Source: an optimization exercise on an open RTL-to-GDS flow (aim: small area). Production flows keep margins and buffers that such runs may drop. Only the layout flow was run in this run; the RTL was not checked for function there. Power is estimated from default activity; no workload was simulated.

$ cat flow/config.mk
export PLATFORM = sky130hd
export DESIGN_NAME = two_stage_combined_functional_unit
export DESIGN_NICKNAME = two_stage_combined_functional_unit
export VERILOG_FILES = /design/flow/design.v
export SDC_FILE = /design/flow/constraint.sdc
export NUM_CORES = 4
export LEC_CHECK = 0
export CAP_MARGIN = 20
export CORE_MARGIN = 2
export CORE_UTILIZATION = 30
export PLACE_DENSITY = 0.5
export SLEW_MARGIN = 20
$ cat flow/constraint.sdc
create_clock -name core_clock -period 13.0 [get_ports {clock}]
set_input_delay 2.6000 -clock core_clock [delete_from_list [all_inputs] [get_ports {clock}]]
set_output_delay 2.6000 -clock core_clock [all_outputs]
set_load 0.01 [all_outputs]
$ cat flow/run.sh
#!/bin/bash
# synth_recipe.tcl (not shown) runs the flow's synth.tcl, then flattens the netlist and writes it again
# the make line also repeats each setting of config.mk as NAME=value (left out here)
make -C /OpenROAD-flow-scripts/flow DESIGN_CONFIG=/design/flow/config.mk WORK_HOME=/design/flow/orfs CLKGATE_MAP_FILE= SYNTH_SCRIPT=/design/flow/synth_recipe.tcl finish
$ cat flow/design.v
module two_stage_combined_functional_unit
    (input logic clock,  
     input logic reset,  
     input logic enable,  
     input logic [5:0] op,  
     input logic [31:0] operand_0,
     input logic [31:0] operand_1,
     input logic [31:0] operand_2,
     output logic [31:0] result);  
    localparam TIA_WORD_WIDTH = 32;
    localparam TIA_NUM_OPS = 63;
    localparam TIA_OP_WIDTH = $clog2(TIA_NUM_OPS);
    localparam TIA_OP_NOP = 0;
    localparam TIA_OP_MOV = 1;
    localparam TIA_OP_ADD = 2;
    localparam TIA_OP_SUB = 3;
    localparam TIA_OP_SL = 4;
    localparam TIA_OP_ASR = 5;
    localparam TIA_OP_LSR = 6;
    localparam TIA_OP_EQ = 7;
    localparam TIA_OP_NE = 8;
    localparam TIA_OP_SGT = 9;
    localparam TIA_OP_UGT = 10;
    localparam TIA_OP_SLT = 11;
    localparam TIA_OP_ULT = 12;
    localparam TIA_OP_SGE = 13;
    localparam TIA_OP_UGE = 14;
    localparam TIA_OP_SLE = 15;
    localparam TIA_OP_ULE = 16;
    localparam TIA_OP_BAND = 17;
    localparam TIA_OP_BNAND = 18;
    localparam TIA_OP_BOR = 19;
    localparam TIA_OP_BNOR = 20;
    localparam TIA_OP_BXOR = 21;
    localparam TIA_OP_BXNOR = 22;
    localparam TIA_OP_LAND = 23;
    localparam TIA_OP_LNAND = 24;
    localparam TIA_OP_LOR = 25;
    localparam TIA_OP_LNOR = 26;
    localparam TIA_OP_LXOR = 27;
    localparam TIA_OP_LXNOR = 28;
    localparam TIA_OP_GB = 33;
    localparam TIA_OP_SB = 34;
    localparam TIA_OP_CB = 35;
    localparam TIA_OP_MB = 36;
    localparam TIA_OP_CLZ = 37;
    localparam TIA_OP_CTZ = 38;
    localparam TIA_OP_HALT = 39;
    localparam TIA_OP_LMUL = 45;
    localparam TIA_OP_SHMUL = 46;
    localparam TIA_OP_UHMUL = 47;
    localparam TIA_OP_MAC = 48;
    logic signed [TIA_WORD_WIDTH - 1:0] signed_operand_0, signed_operand_1, signed_operand_2;
    logic [TIA_WORD_WIDTH - 1:0] unsigned_operand_0, unsigned_operand_1, unsigned_operand_2;
    logic signed [TIA_WORD_WIDTH - 1:0] signed_factor_0, signed_factor_1;
    logic [TIA_WORD_WIDTH - 1:0] unsigned_factor_0, unsigned_factor_1;
    logic signed [TIA_WORD_WIDTH - 1:0] signed_result;
    logic [TIA_WORD_WIDTH - 1:0] unsigned_result;
    logic signed [2 * TIA_WORD_WIDTH - 1:0] signed_product;
    logic [2 * TIA_WORD_WIDTH - 1:0] unsigned_product;
    integer candidate_index_clz, candidate_index_ctz;
    logic [TIA_WORD_WIDTH - 1:0] first_stage_result;
    assign signed_operand_0 = operand_0;
    assign signed_operand_1 = operand_1;
    assign signed_operand_2 = operand_2;
    assign unsigned_operand_0 = operand_0;
    assign unsigned_operand_1 = operand_1;
    assign unsigned_operand_2 = operand_2;
    always_comb begin
        unique case (op)
            TIA_OP_ASR: signed_result = signed_operand_0 >>> signed_operand_1;
            TIA_OP_SGT: signed_result = signed_operand_0 > signed_operand_1;
            TIA_OP_SLT: signed_result = signed_operand_0 < signed_operand_1;
            TIA_OP_SGE: signed_result = signed_operand_0 >= signed_operand_1;
            TIA_OP_SLE: signed_result = signed_operand_0 <= signed_operand_1;
            default: signed_result = 0;
        endcase
    end
    always_comb begin
        candidate_index_clz = TIA_WORD_WIDTH;
        candidate_index_ctz = TIA_WORD_WIDTH;
        unique case (op)
            TIA_OP_NOP: unsigned_result = 0;
            TIA_OP_MOV: unsigned_result = unsigned_operand_0;
            TIA_OP_ADD: unsigned_result = unsigned_operand_0 + unsigned_operand_1;
            TIA_OP_SUB: unsigned_result = unsigned_operand_0 - unsigned_operand_1;
            TIA_OP_SL: unsigned_result = unsigned_operand_0 << unsigned_operand_1;
            TIA_OP_LSR: unsigned_result = unsigned_operand_0 >> unsigned_operand_1;
            TIA_OP_EQ: unsigned_result = unsigned_operand_0 == unsigned_operand_1;
            TIA_OP_NE: unsigned_result = unsigned_operand_0 != unsigned_operand_1;
            TIA_OP_UGT: unsigned_result = unsigned_operand_0 > unsigned_operand_1;
            TIA_OP_ULT: unsigned_result = unsigned_operand_0 < unsigned_operand_1;
            TIA_OP_UGE: unsigned_result = unsigned_operand_0 >= unsigned_operand_1;
            TIA_OP_ULE: unsigned_result = unsigned_operand_0 <= unsigned_operand_1;
            TIA_OP_BAND: unsigned_result = unsigned_operand_0 & unsigned_operand_1;
            TIA_OP_BNAND: unsigned_result = ~(unsigned_operand_0 & unsigned_operand_1);
            TIA_OP_BOR: unsigned_result = unsigned_operand_0 | unsigned_operand_1;
            TIA_OP_BNOR: unsigned_result = ~(unsigned_operand_0 | unsigned_operand_1);
            TIA_OP_BXOR: unsigned_result = unsigned_operand_0 ^ unsigned_operand_1;
            TIA_OP_BXNOR: unsigned_result = ~(unsigned_operand_0 ^ unsigned_operand_1);
            TIA_OP_LAND: unsigned_result = unsigned_operand_0 && unsigned_operand_1;
            TIA_OP_LNAND: unsigned_result = !(unsigned_operand_0 && unsigned_operand_1);
            TIA_OP_LOR: unsigned_result = unsigned_operand_0 || unsigned_operand_1;
            TIA_OP_LNOR: unsigned_result = !(unsigned_operand_0 || unsigned_operand_1);
            TIA_OP_LXOR: unsigned_result = !unsigned_operand_0 ^ !unsigned_operand_1;
            TIA_OP_LXNOR: unsigned_result = !(!unsigned_operand_0 ^ !unsigned_operand_1);
            TIA_OP_GB: unsigned_result = unsigned_operand_0[unsigned_operand_1[$clog2(TIA_WORD_WIDTH) - 1:0]];
            TIA_OP_SB: begin
                if (unsigned_operand_2)
                    unsigned_result = unsigned_operand_0 | (1 << unsigned_operand_1[$clog2(TIA_WORD_WIDTH) - 1:0]);
                else
                    unsigned_result = unsigned_operand_0 & ~(1 << unsigned_operand_1[$clog2(TIA_WORD_WIDTH) - 1:0]);
            end
            TIA_OP_CB: unsigned_result = unsigned_operand_0 & ~(1 << unsigned_operand_1[$clog2(TIA_WORD_WIDTH) - 1:0]);
            TIA_OP_MB: unsigned_result = unsigned_operand_0 | (1 << unsigned_operand_1[$clog2(TIA_WORD_WIDTH) - 1:0]);
            TIA_OP_CLZ: begin
                candidate_index_clz = TIA_WORD_WIDTH;
                for (int i = 0; i < TIA_WORD_WIDTH; i++) begin
                    if (unsigned_operand_0[i] == 1)
                        candidate_index_clz = i;
                end
                if (unsigned_operand_1) begin
                    if (candidate_index_clz == TIA_WORD_WIDTH)
                        unsigned_result = {TIA_WORD_WIDTH{1'b1}};
                    else
                        unsigned_result = candidate_index_clz;
                end else begin
                    if (candidate_index_clz == TIA_WORD_WIDTH)
                        unsigned_result = {TIA_WORD_WIDTH{1'b1}};
                    else
                        unsigned_result = TIA_WORD_WIDTH - 1 - candidate_index_clz;
                end
            end
            TIA_OP_CTZ: begin
                candidate_index_ctz = TIA_WORD_WIDTH;
                for (int j = TIA_WORD_WIDTH - 1; j >= 0; j--) begin
                    if (unsigned_operand_0[j] == 1)
                        candidate_index_ctz = j;
                end
                if (candidate_index_ctz == TIA_WORD_WIDTH)
                    unsigned_result = {TIA_WORD_WIDTH{1'b1}};
                else
                    unsigned_result = candidate_index_ctz;
            end
            TIA_OP_HALT: unsigned_result = 0;
            default: unsigned_result = 0;
        endcase
    end
    always_comb begin
        unique case (op)
            TIA_OP_SHMUL: begin
                signed_factor_0 = signed_operand_0;
                signed_factor_1 = signed_operand_1;
                unsigned_factor_0 = 0;
                unsigned_factor_1 = 0;
            end
            TIA_OP_LMUL, TIA_OP_UHMUL: begin
                signed_factor_0 = 0;
                signed_factor_1 = 0;
                unsigned_factor_0 = unsigned_operand_0;
                unsigned_factor_1 = unsigned_operand_1;
            end
            TIA_OP_MAC: begin
                signed_factor_0 = operand_1;
                signed_factor_1 = operand_2;
                unsigned_factor_0 = 0;
                unsigned_factor_1 = 0;
            end
            default: begin
                signed_factor_0 = 0;
                signed_factor_1 = 0;
                unsigned_factor_0 = 0;
                unsigned_factor_1 = 0;
            end
        endcase
        signed_product = signed_factor_0 * signed_factor_1;
        unsigned_product = unsigned_factor_0 * unsigned_factor_1;
    end
    always_comb begin
        unique case (op)
            TIA_OP_ASR, TIA_OP_SGT, TIA_OP_SLT, TIA_OP_SGE, TIA_OP_SLE:
                first_stage_result = signed_result;
            TIA_OP_NOP, TIA_OP_MOV, TIA_OP_ADD, TIA_OP_SUB, TIA_OP_SL, TIA_OP_LSR, TIA_OP_EQ, TIA_OP_NE,
            TIA_OP_UGT, TIA_OP_ULT, TIA_OP_UGE, TIA_OP_ULE, TIA_OP_BAND, TIA_OP_BNAND, TIA_OP_BOR,
            TIA_OP_BNOR, TIA_OP_BXOR, TIA_OP_BXNOR, TIA_OP_LAND, TIA_OP_LNAND, TIA_OP_LOR, TIA_OP_LNOR,
            TIA_OP_LXOR, TIA_OP_LXNOR, TIA_OP_GB, TIA_OP_SB, TIA_OP_CB, TIA_OP_MB,
            TIA_OP_CLZ, TIA_OP_CTZ, TIA_OP_HALT:
                first_stage_result = unsigned_result;
            TIA_OP_LMUL: first_stage_result = unsigned_product[TIA_WORD_WIDTH - 1:0];
                TIA_OP_SHMUL: first_stage_result = signed_product[2 * TIA_WORD_WIDTH - 1:TIA_WORD_WIDTH];
                TIA_OP_UHMUL: first_stage_result = unsigned_product[2 * TIA_WORD_WIDTH - 1:TIA_WORD_WIDTH];
            TIA_OP_MAC: first_stage_result = signed_operand_0 + signed_product[TIA_WORD_WIDTH - 1:0];
            default: first_stage_result = 0;
        endcase
    end
    always_ff @(posedge clock) begin
        if (reset)
            result <= 0;
        else if (enable)
            result <= first_stage_result;
    end
endmodule
==> results by group <==
Power and ir drop
  – Sw power: 1.20 mW
  – Seq pwr share: 0.067
  – Internal cell power: 0.640 mW
  – Net switching fraction of the power: 0.651
  – Highest ir drop seen on vdd: 51.1 µV
  – Total power per unit cell area: 18.9 nW/µm²
  – Share of total power in the clock network: 0.079
  – Combinational share of power: 0.855
  – LEAKAGE: 44.0 nW

Routing
  – Wire per inst: 31.8 µm
  – Post-detailed-route DRC marker count: 0
  – Initial DRC count: 8642
  – Via-per-instance ratio: 5.56
  – DR pass1 iterations: 6
  – Drt total wl: 466000 µm
  – DR vias: 81.6k
  – Number of nets with antenna violations after routing: 0

Clock network
  – Setup repair bufs after CTS: 0
  – CTS Hold Bufs: 0
  – Cts bufs inserted: 5
  – Source-to-sink clock delay at the later pin of the worst-skew pair: 320 ps
  – Maximum clock path buffer count: 2
  – H-Tree Depth: 2
  – Clock-pin slew of the registers on the worst-case setup and hold paths: 70 ps
  – CTS tree: built
  – Clock Sink Count: 32
  – Number of gates resized after cts: 0
  – CTS root buffer: sky130_fd_sc_hd__clkbuf_16

Critical path
  – Arrival time of data at the critical path endpoint: 12900 ps
  – Sort of element at the start of the critical path: input pin
  – Sort of element at the end of the critical path: flip-flop
  – Critical path's most frequent cell: sky130_fd_sc_hd__fa_1
  – Longest individual stage delay on the worst path: 690 ps
  – Critical path type: in -> reg
  – Maximum fanout count along the critical path: 25
  – Slowest CP cell: sky130_fd_sc_hd__o21ai_2
  – Data required time of the critical path: 13190 ps

Global routing
  – Largest net degree at the start of global routing: 67
  – Number of global-route vias before repair: 84.0k
  – First-pass GRT wire length: 652000 µm
  – Total Routing Usage GR: 0.316
  – Grt peak-use layer: met2
  – Met3 Track Usage GR: 0.0522
  – Congestion Overflow GR: 0
  – Grt met1 use: 0.398
  – Initial antenna violation count: 47
  – Met2 demand-to-capacity share in global routing: 0.507

STA
  – Total negative setup slack: 0 ps
  – Hold violation count in the final report: 0
  – Setup ws final: 290 ps
  – Unrepaired setup endpoints after global routing: true
  – Fin crit period: 12710 ps
  – Actual transition at the worst max-transition pin: 1350 ps
  – Headroom to the max-slew limit: 0.0942
  – Final Slew Violations: 0
  – Number of endpoints failing setup at the final stage: 0
  – Fmax: 0.0787 GHz
  – Portion of the clock cycle consumed by the worst path in the final layout: 0.978
  – Post-route clock skew: 0 ps

Placement
  – Count of port buffers added during placement: 136
  – Dpl ws: 55.6 ps
  – Global placement routability congestion: 1.06
  – Final HPWL from detailed placement: 385000 µm
  – Number of cells after detailed placement: 14.6k

Finish
  – Count of non-filler cells in the finished layout: 14.7k
  – Registers with the highest flip-flop counts: result x32
  – Area growth from synthesis to final layout: 13.1%
  – Fraction of final layout cells with drive strength greater than 1: 0.105
  – Post-layout nets: 13.5k
  – Largest register FFs: 32
  – Fill cell instance count of the final layout: 30.0k
  – Largest Register: result

Floorplan
  – Standard-cell row count: 196
  – Overall die height: 539 µm
  – Effective utilization at floorplan: 0.301
  – Area of the core: 285000 µm²
  – IO Count: 137
  – Floorplan die width: 539 µm
  – Area enclosed by the die boundary: 290000 µm²

Synthesis
  – Mapped cell area: 85700 µm²
  – Avg Synthesized Cell Area: 8.12 µm²
  – Sequential-to-total area share from yosys stat: 0.00747
  – Yosys warns: 1
  – Cells after synthesis: 10.6k
  – Number of enable-type register cells in the synthesized netlist: 0
  – Fraction of synthesis flops using an asynchronous set or reset pin: 0
  – Nets in the synthesized netlist: 13.2k
  – Number of distinct library cells after synthesis: 119
  – Dominant register cell in the synthesized netlist: sky130_fd_sc_hd__dfxtp_1
  – Synth Register Bits: 32

Status
  – Status: timing/DRC/antenna clean

Hold path
  – Hold/Removal Path Class: reg -> reg

Flow run
  – Maximum Capacitance Violations: 0
[power groups by stage]
| stage | Clock (mW) | Sequential [mW] | Combinational [mW] |
|---|---|---|---|
| 4_1_cts | 0.142 | 0.122 | 1.51 |
| 3_5_place_dp | 0 | 0.124 | 1.49 |
| 2_1_floorplan | 0 | 0.112 | 0.715 |
| 5_1_grt | 0.143 | 0.122 | 1.60 |
| 6_report | 0.144 | 0.122 | 1.57 |
| 3_3_place_gp | 0 | 0.124 | 1.50 |
[layout make-up]
| cell class | count | area (µm²) | share of cell area |
|---|---|---|---|
| timing repair buffer | 992 | 8460 | 0.0872 |
| antenna | 19 | 47.5 | 0.000491 |
| clock inverter | 1 | 7.51 | 0.0000775 |
| inverter | 2148 | 8060 | 0.0832 |
| multi-input combinational | 7701 | 74900 | 0.772 |
| clock buffer | 7 | 143 | 0.00147 |
| tap | 3762 | 4710 | 0.0486 |
| sequential | 32 | 641 | 0.00661 |
[synthesized netlist by cell type (26+ instances only)]
master | instances | area [µm²]
sky130_fd_sc_hd__nand3_1 | 130 | 651
sky130_fd_sc_hd__nor4_1 | 51 | 319
sky130_fd_sc_hd__nor3_1 | 89 | 445
sky130_fd_sc_hd__a22oi_1 | 90 | 676
sky130_fd_sc_hd__nor2_1 | 772 | 2900
sky130_fd_sc_hd__ha_1 | 576 | 7210
sky130_fd_sc_hd__and3_1 | 94 | 588
sky130_fd_sc_hd__clkbuf_1 | 571 | 2140
sky130_fd_sc_hd__o21a_1 | 33 | 248
sky130_fd_sc_hd__inv_1 | 2142 | 8040
sky130_fd_sc_hd__buf_2 | 56 | 280
sky130_fd_sc_hd__xnor2_1 | 102 | 893
sky130_fd_sc_hd__o211ai_1 | 54 | 405
sky130_fd_sc_hd__nand4_1 | 73 | 457
sky130_fd_sc_hd__o21bai_1 | 26 | 195
sky130_fd_sc_hd__o31ai_1 | 33 | 248
sky130_fd_sc_hd__fa_1 | 1981 | 39700
sky130_fd_sc_hd__o21ai_0 | 295 | 1480
sky130_fd_sc_hd__o22ai_1 | 61 | 382
sky130_fd_sc_hd__xor2_1 | 37 | 324
sky130_fd_sc_hd__nor2b_1 | 38 | 238
sky130_fd_sc_hd__mux4_2 | 27 | 608
sky130_fd_sc_hd__a21oi_1 | 404 | 2020
sky130_fd_sc_hd__a31oi_1 | 58 | 363
sky130_fd_sc_hd__nand2b_1 | 49 | 307
sky130_fd_sc_hd__a211oi_1 | 74 | 556
sky130_fd_sc_hd__a21o_1 | 85 | 638
sky130_fd_sc_hd__mux2i_1 | 69 | 691
sky130_fd_sc_hd__buf_1 | 28 | 105
sky130_fd_sc_hd__a221oi_1 | 45 | 394
sky130_fd_sc_hd__and2_1 | 172 | 1080
sky130_fd_sc_hd__or3_1 | 29 | 181
sky130_fd_sc_hd__nand2_1 | 1775 | 6660
sky130_fd_sc_hd__dfxtp_1 | 32 | 641
[cell families after synthesis]
logic type / synth area share
AOI/OAI and AO/OA: 0.119
xor gates and xnor gates: 0.0142
adders and majority gates: 0.547
buffers and inverters: 0.126
DFF: 0.00747
muxes: 0.0174
and+or+nand+nor: 0.170
[metal layers]
metal	routed length (µm)	share of wire	up-vias
met5	105	0.00023	-
met4	35100	0.075	16
met3	37600	0.081	1141
met2	212000	0.46	4472
met1	181000	0.39	42500
li1	-	-	33400
[stage by stage]
stage | total power [mW] | util | hold WS [ps] | instance area [µm²]
2_1_floorplan | 0.828 | - | 474 | 85700
3_3_place_gp | 1.63 | 0.339 | 556 | 96600
3_5_place_dp | 1.61 | 0.339 | 560 | 96700
4_1_cts | 1.77 | 0.340 | 571 | 96800
5_1_grt | 1.87 | 0.340 | 588 | 96900
6_report | 1.84 | 0.340 | 556 | 96900
[final timing paths]
kind / startpoint / to / slack, ps / cells after the start
setup / recovery: op[1] / result[28] / 290 / 36
setup reg to reg: result[27] / result[27] / 9540 / 9
hold / removal: result[4] / result[4] / 560 / 2
hold reg to reg: result[4] / result[4] / 560 / 2
[placed cells by master, fill, tap and decap left out, types with 41 or more instances in the layout]
cell type and n:
sky130_fd_sc_hd__ha_1 576, sky130_fd_sc_hd__a21oi_1 372, sky130_fd_sc_hd__buf_12 70, sky130_fd_sc_hd__a21o_1 85, sky130_fd_sc_hd__nand3_1 130, sky130_fd_sc_hd__fa_1 1981
sky130_fd_sc_hd__buf_4 788, sky130_fd_sc_hd__a211oi_1 73, sky130_fd_sc_hd__and2_1 172, sky130_fd_sc_hd__a221oi_1 45, sky130_fd_sc_hd__nand4_1 73, sky130_fd_sc_hd__clkdlybuf4s50_1 91
sky130_fd_sc_hd__o211ai_1 54, sky130_fd_sc_hd__a31oi_1 58, sky130_fd_sc_hd__nand2_1 1774, sky130_fd_sc_hd__nand2b_1 48, sky130_fd_sc_hd__a22oi_1 69, sky130_fd_sc_hd__nor3_1 87
sky130_fd_sc_hd__inv_1 2142, sky130_fd_sc_hd__nor2_1 764, sky130_fd_sc_hd__and3_1 94, sky130_fd_sc_hd__xnor2_1 102, sky130_fd_sc_hd__nor4_1 50, sky130_fd_sc_hd__o21ai_0 278
sky130_fd_sc_hd__mux2i_1 69, sky130_fd_sc_hd__buf_2 41
[worst max-delay path: cells and delay by family]
family                   cells  cell delay [ps]
XOR/XNOR                     1              180
AO/OA/AOI/OAI               12             2710
adder cells (fa/ha/maj)     10             4750
AND/OR/NAND/NOR              6             1210
buffers and inverters        7             1350

afterwards: timing with drivers on the ports:
The results above use ideal ports. As a check the final layout listed here was re-extracted and re-timed, cells and wires unchanged.
Step 1 sets driving cells, clkbuf_16 on the clock port and buf_2 on the other inputs (assumed; they add their load-dependent delay and slew).
Step 2 times the ports against the registers' clock, not the clock port: input delays grow and output delays shrink by t, the midpoint of the rising clock arrivals with the driver on.
Slacks: ideal / step 1 / step 2; pairs: ideal / step 1.
t, ns: 0.388
setup WS [ns]: 0.290 / 0.332 / -0.056
latest minus earliest clock arrival (ns): 0.015 / 0.016
pins driven straight from the clock port: 1
With both steps, setup timing fails in this run, where it was met with ideal ports. For this run, drivers alone change the setup slack by +0.042 ns; drivers and shift together by -0.346 ns.
